Background: an optimization exercise with open tools, aiming at small area and a short achievable clock period. Do not read the settings as production practice. RTL that was checked went through simulation tests only; none was proved equivalent to the original. Only the layout flow was run in run 1; the RTL was not checked for function there. Power is estimated from default activity; no workload was simulated.

==> flow/design.v, too long to show whole: its modules and the start of the top module <==
// module booth_enc: 16 lines
// module csa_tree: 893 lines
// module add32: 7 lines
// module next_pc: 12 lines
// module xrow: 14 lines
// module processor: 51 lines
module processor(
  input clk,
  input rst,
  input [31:0] instruction,
  output [31:0] instruction_addr);
  // ...
==> flow/run.sh <==
#!/bin/bash
# synth_recipe.tcl (not shown) runs the flow's synth.tcl, then flattens the netlist and writes it again
# the make line also repeats each setting of config.mk as NAME=value (left out here)
make -C /OpenROAD-flow-scripts/flow DESIGN_CONFIG=/design/flow/config.mk WORK_HOME=/design/flow/orfs CLKGATE_MAP_FILE= SYNTH_SCRIPT=/design/flow/synth_recipe.tcl finish
==> flow/config.mk <==
export PLATFORM = sky130hd
export DESIGN_NAME = processor
export DESIGN_NICKNAME = processor
export VERILOG_FILES = /design/flow/design.v
export SDC_FILE = /design/flow/constraint.sdc
export NUM_CORES = 4
export LEC_CHECK = 0
export CAP_MARGIN = 20
export CORE_MARGIN = 2
export CORE_UTILIZATION = 60
export PLACE_DENSITY = 0.72
export SETUP_SLACK_MARGIN = 2.5
export SLEW_MARGIN = 20
export SYNTH_HIERARCHICAL = 1
export SYNTH_MINIMUM_KEEP_SIZE = 0
==> flow/constraint.sdc <==
create_clock -name core_clock -period 12.5 [get_ports {clk}]
set_input_delay 2.5000 -clock core_clock [delete_from_list [all_inputs] [get_ports {clk}]]
set_output_delay 2.5000 -clock core_clock [all_outputs]
set_load 0.01 [all_outputs]
==> summary.md, run 1 <==
| Metric | Value |
|---|---|
| Outcome | finished clean |
| DIE HEIGHT | 342 um |
| Initial Util | about three fifths |
| F_max | between 90 and 100 MHz |
| Seq pwr share | 42.6% |
| Die Area | between 0.1 and 0.15 mm2 |
| Post-synthesis compound-gate area fraction | around 10% |
| Largest class | multi-input combinational cells |
| Power Clock | between 3 and 4 mW |
| Setup_tns | 0 ns |
| Cell variety after synth | 100 |
| Post-Route Skew | around 0.056 ns |
| Biggest regs | rf (1024), pc (32) |
| Layout non-clock buf frac | between 7 and 8% |
| Relative slew slack | 22.2% |
| Critical Path End Type | flip-flop |
| Initial antenna violation count | 17 |
| Filler-free cell count of the finished design | between 6000 and 7000 |
| Worst-path fanout max | 11 |
| Post-synth top flop | edfxtp_1 |
| Leading post-synthesis cells by cell area | edfxtp_1 45%, mux4_2 12%, fa_1 8.5% |
| Setup CP Type | in2reg |
| CP arrival | 10.78 ns |
| Average wire per standard cell | between 30 and 40 um |
| RSZ-0062 raised after global routing | yes |
| WL met3 | roughly 35 mm |
| Final net count | 5513 |
| Via count of the first global-routing pass | 49100 |
| Syn nets | about 5300 |
==> module processor, before the edit <==
module processor(
  input clk,
  input rst,
  input [31:0] instruction,
  output [31:0] instruction_addr);
  wire [4:0] op   = instruction[31:27];
  wire       br   = instruction[26];
  wire       w    = instruction[25];
  wire       i    = instruction[24];
  wire [4:0] dst  = instruction[23:19];
  wire [4:0] src1 = instruction[18:14];
  wire [4:0] src2 = instruction[13:9];
  wire [4:0] imm  = instruction[8:4];
  reg [31:0] pc;
  assign instruction_addr = pc;
  wire [31:0] t;
  reg [31:0] rf [0:31];
  always @(posedge clk)
    if (w) rf[dst] <= t;
  wire [31:0] a = rf[src1];
  wire [31:0] b = rf[src2];
  genvar g;
  wire op_add = (op == 5'd0);
  wire op_sub = (op == 5'd1);
  wire op_mul = (op == 5'd2);
  wire op_shl = (op == 5'd3);
  wire op_and = (op == 5'd4);
  wire op_or  = (op == 5'd5);
  wire s_mul = i & op_mul;
  wire s_as  = i & (op_add | op_sub);
  wire s_add = i & op_add;
  wire s_sub = i & op_sub;
  wire [31:0] X;
  xrow XR(.a(a), .b(b), .imm(imm), .s_as(s_as), .s_shl(i & op_shl),
          .s_and(i & op_and), .s_or(i & op_or), .s_imm(~i), .X(X));
  wire [31:0] Y = (b & {32{s_add}}) | (~b & {32{s_sub}});
  wire [15:0] bone, btwo, bneg;
  booth_enc BE(.b(b), .en(s_mul), .bone(bone), .btwo(btwo), .bneg(bneg));
  wire [31:0] ms, mc;
  csa_tree T(.a(a), .bone(bone), .btwo(btwo), .bneg(bneg), .X(X), .Y(Y),
             .s_sub(s_sub), .ms(ms), .mc(mc));
  add32 AT(.x(ms), .y(mc), .cin(1'b0), .s(t));
  wire [31:0] pcn;
  next_pc NP(.pc(pc), .ms(ms), .mc(mc), .br(br), .pcn(pcn));
  always @(posedge clk) begin
    if (rst)
      pc <= 32'd0;
    else
      pc <= pcn;
  end
endmodule
==> run 2: changes to the inputs <==
--- a/flow/design.v
+++ b/flow/design.v
@@ -1,8 +1,42 @@
-module booth_enc(
-  input  [31:0] b,
-  input         en,
-  output [15:0] bone,
-  output [15:0] btwo,
-  output [15:0] bneg);
+module processor(
+  input clk,
+  input rst,
+  input [31:0] instruction,
+  output [31:0] instruction_addr);
+  wire [4:0] op   = instruction[31:27];
+  wire       br   = instruction[26];
+  wire       w    = instruction[25];
+  wire       i    = instruction[24];
+  wire [4:0] dst  = instruction[23:19];
+  wire [4:0] src1 = instruction[18:14];
+  wire [4:0] src2 = instruction[13:9];
+  wire [4:0] imm  = instruction[8:4];
+  reg [31:0] pc;
+  assign instruction_addr = pc;
+  wire [31:0] t;
+  reg [31:0] rf [0:31];
+  always @(posedge clk)
+    if (w) rf[dst] <= t;
+  wire [31:0] a = rf[src1];
+  wire [31:0] b = rf[src2];
+  wire op_add = (op == 5'd0);
+  wire op_sub = (op == 5'd1);
+  wire op_mul = (op == 5'd2);
+  wire op_shl = (op == 5'd3);
+  wire op_and = (op == 5'd4);
+  wire op_or  = (op == 5'd5);
+  wire s_mul = i & op_mul;
+  wire s_as  = i & (op_add | op_sub);
+  wire s_add = i & op_add;
+  wire s_sub = i & op_sub;
+  wire s_shl = i & op_shl;
+  wire s_and = i & op_and;
+  wire s_or  = i & op_or;
+  wire s_imm = ~i;
+  wire [31:0] shl = (|b[31:5]) ? 32'd0 : (a << b[4:0]);
+  wire [31:0] X = (a & {32{s_as}}) | (shl & {32{s_shl}}) | (a & b & {32{s_and}}) |
+                  ((a | b) & {32{s_or}}) | ({27'd0, imm} & {32{s_imm}});
+  wire [31:0] Y = (b & {32{s_add}}) | (~b & {32{s_sub}});
   wire [32:0] bx = {b, 1'b0};
+  wire [15:0] bone, btwo, bneg;
   genvar g;
@@ -10,18 +44,7 @@
     for (g = 0; g < 16; g = g + 1) begin : BE
-      assign bone[g] = en & (bx[2*g+1] ^ bx[2*g]);
-      assign btwo[g] = en & ((bx[2*g+2] & ~bx[2*g+1] & ~bx[2*g]) | (~bx[2*g+2] & bx[2*g+1] & bx[2*g]));
-      assign bneg[g] = en & bx[2*g+2];
+      assign bone[g] = s_mul & (bx[2*g+1] ^ bx[2*g]);
+      assign btwo[g] = s_mul & ((bx[2*g+2] & ~bx[2*g+1] & ~bx[2*g]) | (~bx[2*g+2] & bx[2*g+1] & bx[2*g]));
+      assign bneg[g] = s_mul & bx[2*g+2];
     end
   endgenerate
-endmodule
-module csa_tree(
-  input  [31:0] a,
-  input  [15:0] bone,
-  input  [15:0] btwo,
-  input  [15:0] bneg,
-  input  [31:0] X,
-  input  [31:0] Y,
-  input         s_sub,
-  output [31:0] ms,
-  output [31:0] mc);
   wire pp0_0 = ((bone[0] & a[0]) | (btwo[0] & 1'b0)) ^ bneg[0];
@@ -906,18 +929,5 @@
   wire hc304 = fc286 & fs303;
-  assign ms = {hc287, hc270, hc254, hc238, hc223, hc208, hc194, hc180, fs179, hc154, hc142, hc130, hc119, hc108, hc98, hc88, hc79, fs78, hc62, hc54, hc47, hc40, hc34, fs33, hc23, fs22, fs17, hs14, fs9, hs7, fs3, hs2};
-  assign mc = {hs304, hs287, hs270, hs254, hs238, hs223, hs208, hs194, hs180, hs167, hs154, hs142, hs130, hs119, hs108, hs98, hs88, hs79, hs70, hs62, hs54, hs47, hs40, hs34, hs28, hs23, hs18, fs13, hs10, fs6, hs4, X[0]};
-endmodule
-module add32(
-  input  [31:0] x,
-  input  [31:0] y,
-  input         cin,
-  output [31:0] s);
-  assign s = x + y + cin;
-endmodule
-module next_pc(
-  input  [31:0] pc,
-  input  [31:0] ms,
-  input  [31:0] mc,
-  input         br,
-  output [31:0] pcn);
+  wire [31:0] ms = {hc287, hc270, hc254, hc238, hc223, hc208, hc194, hc180, fs179, hc154, hc142, hc130, hc119, hc108, hc98, hc88, hc79, fs78, hc62, hc54, hc47, hc40, hc34, fs33, hc23, fs22, fs17, hs14, fs9, hs7, fs3, hs2};
+  wire [31:0] mc = {hs304, hs287, hs270, hs254, hs238, hs223, hs208, hs194, hs180, hs167, hs154, hs142, hs130, hs119, hs108, hs98, hs88, hs79, hs70, hs62, hs54, hs47, hs40, hs34, hs28, hs23, hs18, fs13, hs10, fs6, hs4, X[0]};
+  assign t = ms + mc;
   wire [31:0] Pp = ms & {32{br}};
@@ -926,62 +936,3 @@
   wire [31:0] y3 = (pc & Pp) | (Qp & (pc ^ Pp));
-  assign pcn = x3 + {y3[30:0], ~br};
-endmodule
-module xrow(
-  input  [31:0] a,
-  input  [31:0] b,
-  input  [4:0]  imm,
-  input         s_as,
-  input         s_shl,
-  input         s_and,
-  input         s_or,
-  input         s_imm,
-  output [31:0] X);
-  wire [31:0] shl = (|b[31:5]) ? 32'd0 : (a << b[4:0]);
-  assign X = (a & {32{s_as}}) | (shl & {32{s_shl}}) | (a & b & {32{s_and}}) |
-             ((a | b) & {32{s_or}}) | ({27'd0, imm} & {32{s_imm}});
-endmodule
-module processor(
-  input clk,
-  input rst,
-  input [31:0] instruction,
-  output [31:0] instruction_addr);
-  wire [4:0] op   = instruction[31:27];
-  wire       br   = instruction[26];
-  wire       w    = instruction[25];
-  wire       i    = instruction[24];
-  wire [4:0] dst  = instruction[23:19];
-  wire [4:0] src1 = instruction[18:14];
-  wire [4:0] src2 = instruction[13:9];
-  wire [4:0] imm  = instruction[8:4];
-  reg [31:0] pc;
-  assign instruction_addr = pc;
-  wire [31:0] t;
-  reg [31:0] rf [0:31];
-  always @(posedge clk)
-    if (w) rf[dst] <= t;
-  wire [31:0] a = rf[src1];
-  wire [31:0] b = rf[src2];
-  genvar g;
-  wire op_add = (op == 5'd0);
-  wire op_sub = (op == 5'd1);
-  wire op_mul = (op == 5'd2);
-  wire op_shl = (op == 5'd3);
-  wire op_and = (op == 5'd4);
-  wire op_or  = (op == 5'd5);
-  wire s_mul = i & op_mul;
-  wire s_as  = i & (op_add | op_sub);
-  wire s_add = i & op_add;
-  wire s_sub = i & op_sub;
-  wire [31:0] X;
-  xrow XR(.a(a), .b(b), .imm(imm), .s_as(s_as), .s_shl(i & op_shl),
-          .s_and(i & op_and), .s_or(i & op_or), .s_imm(~i), .X(X));
-  wire [31:0] Y = (b & {32{s_add}}) | (~b & {32{s_sub}});
-  wire [15:0] bone, btwo, bneg;
-  booth_enc BE(.b(b), .en(s_mul), .bone(bone), .btwo(btwo), .bneg(bneg));
-  wire [31:0] ms, mc;
-  csa_tree T(.a(a), .bone(bone), .btwo(btwo), .bneg(bneg), .X(X), .Y(Y),
-             .s_sub(s_sub), .ms(ms), .mc(mc));
-  add32 AT(.x(ms), .y(mc), .cin(1'b0), .s(t));
-  wire [31:0] pcn;
-  next_pc NP(.pc(pc), .ms(ms), .mc(mc), .br(br), .pcn(pcn));
+  wire [31:0] pcn = x3 + {y3[30:0], ~br};
   always @(posedge clk) begin
--- a/flow/config.mk
+++ b/flow/config.mk
@@ -13,3 +13 @@
 export SLEW_MARGIN = 20
-export SYNTH_HIERARCHICAL = 1
-export SYNTH_MINIMUM_KEEP_SIZE = 0
==> run 2 against run 1 <==
  * Combinational power is 8.0% lower
  * Clock-buffer cell count is 9 higher
  * Flip-flop and latch count did not move
  * Final cell count grew 2.3%
  * Cell area down 0.15%
  * Critical path depth increased by 9
  * Fmax grew 0.82%
  * Clock skew down 0.014 ns
  * Non-clock buffer count grew 76
  * Wire length up 4.1%
==> summary.md, run 2 <==
| Metric | Value |
|---|---|
| Maximum number of pins on one net before global-route repair | 68 (was 67) |
| Most frequent cell after synthesis | edfxtp_1 (unchanged) |
| Global-route wire length before repair | 351 mm (was 340 mm) |
| Seq pwr share | 43.1% (was 42.6%) |
| Outcome | finished clean (unchanged) |
| Share of power burned in combinational logic | 24.1% (was 25.3%) |
| Average wire per standard cell | 36.7 um (was 36.1 um) |
| Hold WC Path Type | reg2reg (unchanged) |
| Cell variety after synth | 98 (was 100) |
| Slew at the pin closest to its max-slew limit | 1.16 ns (was 1.17 ns) |
| Final core utilization | 71.8% (was 70.8%) |
| Seq/Total Area, Yosys | 46.3% (was 45.8%) |
| Net switching power | 2.78 mW (was 2.90 mW) |
| Site Rows | 123 (was 124) |
| Multi-input logic area | 0.0360 mm2 (was 0.0368 mm2) |
| Sw frac | 29.2% (was 29.5%) |
| H-tree levels | 3 (unchanged) |
| Post-Route Skew | 0.0420 ns (was 0.0561 ns) |
| Max-Cap Viols | 0 (unchanged) |
| Grt ovf | 0 (unchanged) |
| Minimum clock period | 10.17 ns (was 10.26 ns) |
| Post-synth top flop | edfxtp_1 (unchanged) |
| Worst-path clk slew | 0.06 ns (was 0.07 ns) |
| Count of final hold-check violations | 0 (unchanged) |
| # setup viols final | 0 (unchanged) |
| DRT Pass-1 Iters | 8 (was 6) |
| Final net count | 5700 (was 5513) |
| Leading post-synthesis cells by cell area | edfxtp_1 45%, mux4_2 15%, fa_1 8.5% (was edfxtp_1 45%, mux4_2 12%, fa_1 8.5%) |
| FF+latch count, synth | 1056 (unchanged) |
| Final ANT Viol Nets | 0 (unchanged) |
| Syn nets | 5346 (was 5308) |
| Clk pwr share | 32.9% (was 32.1%) |
| Pre-CTS WS | 0.470 ns (was 0.425 ns) |
| Post-synth EDFFs | 1024 (unchanged) |
| Ys Warns | 1 (was 7) |
| Final period utilization | 81.4% (was 82.1%) |
| Leading area contributor after synthesis | edfxtp_1 (unchanged) |
| Die Area | 0.116 mm2 (was 0.117 mm2) |
| Drt via density | 7.35 (was 7.38) |
| Critical Path End Type | flip-flop (unchanged) |
| Clock buffer depth | 3 (unchanged) |
| Reg area | 0.0314 mm2 (unchanged) |
| Most frequent cells in the layout | 1024 x edfxtp_1, 438 x mux4_2, 407 x buf_4 (was 1024 x edfxtp_1, 540 x mux2i_1, 526 x a22oi_1) |
| Placed cell areas | 0.0723 mm2 (about the same) |
| Worst-path fanout max | 30 (was 11) |
| Biggest regs | rf (1024), pc (32) (unchanged) |
| WL final | 252 mm (was 242 mm) |
| IO Port Bufs | 61 (unchanged) |
| Layout cell share with drive strength beyond 1 | 30.9% (was 27.6%) |
| Max reg flops | 1024 (unchanged) |
| Core Box Area | 0.112 mm2 (was 0.114 mm2) |
| Max VDD drop | 0.132 mV (was 0.112 mV) |
| Ports | 66 (unchanged) |
| Mapped cell area | 0.0678 mm2 (was 0.0685 mm2) |
| Relative slew slack | 22.3% (was 22.2%) |
| Setup_tns | 0 ns (unchanged) |
| Via count | 50400 (was 49500) |
| Share of synthesized registers carrying an async set or reset | 0% (unchanged) |
| DR DRC count | 0 (unchanged) |
| Commonest cells post-synth | 1024 x edfxtp_1, 438 x mux4_2, 343 x a22oi_1 (was 1024 x edfxtp_1, 545 x mux2i_1, 542 x a22oi_1) |
| CP arrival | 10.75 ns (was 10.78 ns) |
| DP HPWL | 154 mm (was 139 mm) |
| Final instance area | 0.0805 mm2 (was 0.0806 mm2) |
| Crit-path max cell delay | 0.57 ns (was 0.53 ns) |
| Initial antenna violation count | 7 (was 17) |
| Critical Path RT | 13.07 ns (was 13.02 ns) |
| GR Util All Layers | 42.9% (was 40.8%) |
| CTS tree | built (unchanged) |
| Setup CP Type | in2reg (unchanged) |
| Fillers | 7209 (was 7392) |
| Total power draw | 9.52 mW (was 9.83 mW) |
| Initial DRC count | 8429 (was 7516) |
| CTS Root Cell | clkbuf_16 (unchanged) |
| Avg Inst Size Synth | 13.8 um2 (was 14.0 um2) |
| Die span in x | 340 um (was 342 um) |
| Synth top area share | 45.4% (was 44.9%) |
| Initial Util | 60.4% (was 60.2%) |
| Via count of the first global-routing pass | 49600 (was 49100) |
| Internal cell power | 6.74 mW (was 6.94 mW) |
| RSZ-0062 raised after global routing | yes (unchanged) |
| Setup ws final | 2.33 ns (was 2.24 ns) |
| Pwr Density | 118 mW/mm2 (was 122 mW/mm2) |
| Worst skew pair latency | 0.72 ns (about the same) |
| Commonest non-fill, non-tap cell in the layout | edfxtp_1 (unchanged) |
| Slowest stage cell, crit path | fa_2 (was mux4_2) |
| Clock Sink Count | 1056 (unchanged) |
| Most flop-heavy register | rf (unchanged) |
| Area growth, synth to finish | 18.8% (was 17.6%) |
| Final Max Slew Viols | 0 (unchanged) |
| DIE HEIGHT | 340 um (was 342 um) |
| F_max | 98.3 MHz (was 97.5 MHz) |
| Final GP Congestion | 1.03 (was 0.984) |
| CP Launch Type | primary input (unchanged) |
| Leakage Power | 28.7 nW (was 28.5 nW) |
| Mapped Cells | 4918 (was 4893) |
| CTS Buf Count | 105 (unchanged) |
-- run 2: cell types whose count changed in the layout (fill, tap and decap cells not counted), moves of 82 or more --
cell     change
nand2_1     +88
mux4_2      +82
a22oi_1    -218
inv_1       +99
nor2_1     +157
buf_4       +86
mux2i_1    -318
o21ai_0    +101
-- run 2: critical path: cells and delay by family --
| kind | cells | cell delay, ns |
|---|---|---|
| fa+ha+maj | 7 | 3.05 |
| compound gates | 13 | 2.50 |
| buf+inv | 9 | 1.34 |
| simple gates | 5 | 0.82 |
| mux | 1 | 0.28 |
| xor+xnor | 1 | 0.20 |
-- run 2: metrics by stage --
step                      std cells  hold slack, ns
final                          6857           0.720
after global routing           6855           0.767
after CTS                      6773           0.734
after detailed placement       6427           0.721
after global placement         6427           0.709
after floorplan                4918           0.711
-- run 2: worst paths after layout --
path / start / end / cells after the start / slack (ns)
worst max-delay path: instruction[13] / pc[31] / 36 / 2.33
worst min-delay path: pc[0] / pc[1] / 3 / 0.72
worst max register to register: rf[22][1] / pc[31] / 30 / 4.06
worst min register to register: pc[0] / pc[1] / 3 / 0.72
-- run 2: power by group through the flow --
stage / Clock (mW) / Combinational, mW / Sequential, mW
finish: 3.13 / 2.29 / 4.10
global placement: 0 / 1.85 / 4.17
floorplan: 0 / 1.18 / 4.17
global route: 3.25 / 2.37 / 4.10
CTS: 3.12 / 2.09 / 4.10
detailed placement: 0 / 1.87 / 4.17
-- run 2: kinds of logic after synthesis --
family	Yosys count	share of synthesized area, %
mux	707	18.7
compound gates	943	9.51
fa+ha+maj	394	10.5
buf+inv	690	4.69
flops	1056	46.3
simple gates	771	5.58
xor+xnor	357	4.71
-- run 2: layout make-up --
class                   instances  share of cell area [%]
clock buffers                 134                    3.42
repair buffers                615                    8.29
inverters                     316                    1.49
well taps                    1500                    2.33
multi-input cells            3178                    44.7
clock inverters                56                   0.740
flip-flops and latches       1056                    39.0
diodes                          2                 0.00622
-- run 2: routing by layer --
| metal | routed length [um] | GRT usage (%) | vias to the layer above |
|---|---|---|---|
| li1 | - | - | 19600 |
| met1 | 79300 | 52.7 | 24900 |
| met2 | 111000 | 64.4 | 4615 |
| met3 | 38200 | 14.5 | 1288 |
| met4 | 23100 | 29.8 | 10 |
| met5 | 78 | 0 | - |
-- run 2: timing repair --
action | in CTS | in global routing
pin swaps | 72 | 151
setup buffers | 127 | 75
endpoints found under the setup margin | 655 | 425
resized for setup | 244 | 231
gates cloned | 29 | 6
hold buffers | 0 | 0

[afterwards: timing with drivers on the ports]
In the flow no input, the clock included, has a driving cell. The finished layouts below were timed again as built, in two steps.
Step 1, drivers: a clkbuf_16 drives clk and a buf_2 each remaining input, both assumed.
Step 2 adds t to the input delays and takes it off the output delays; t is the mean of the earliest and latest rising clock arrival at the registers after step 1. Input paths then give back, and output paths get back, about the clock's delay inside the block.
a / b / c = ideal / step 1 / step 2; a / b = the first two.
run	t, ns	setup WS [ns]	latest minus earliest clock arrival (ns)	slew at the worst register clock pin (ns)	worst data-port slew with drivers (ns)
run 1	0.772	2.243 / 2.028 / 1.256	0.057 / 0.056	0.07 / 0.07	0.32
run 2	0.775	2.327 / 2.118 / 1.343	0.042 / 0.042	0.07 / 0.07	0.37
After both steps setup and hold are still met in every run listed. For run 1, which loses most, drivers alone change the setup slack by -0.215 ns; drivers and shift together by -0.987 ns.
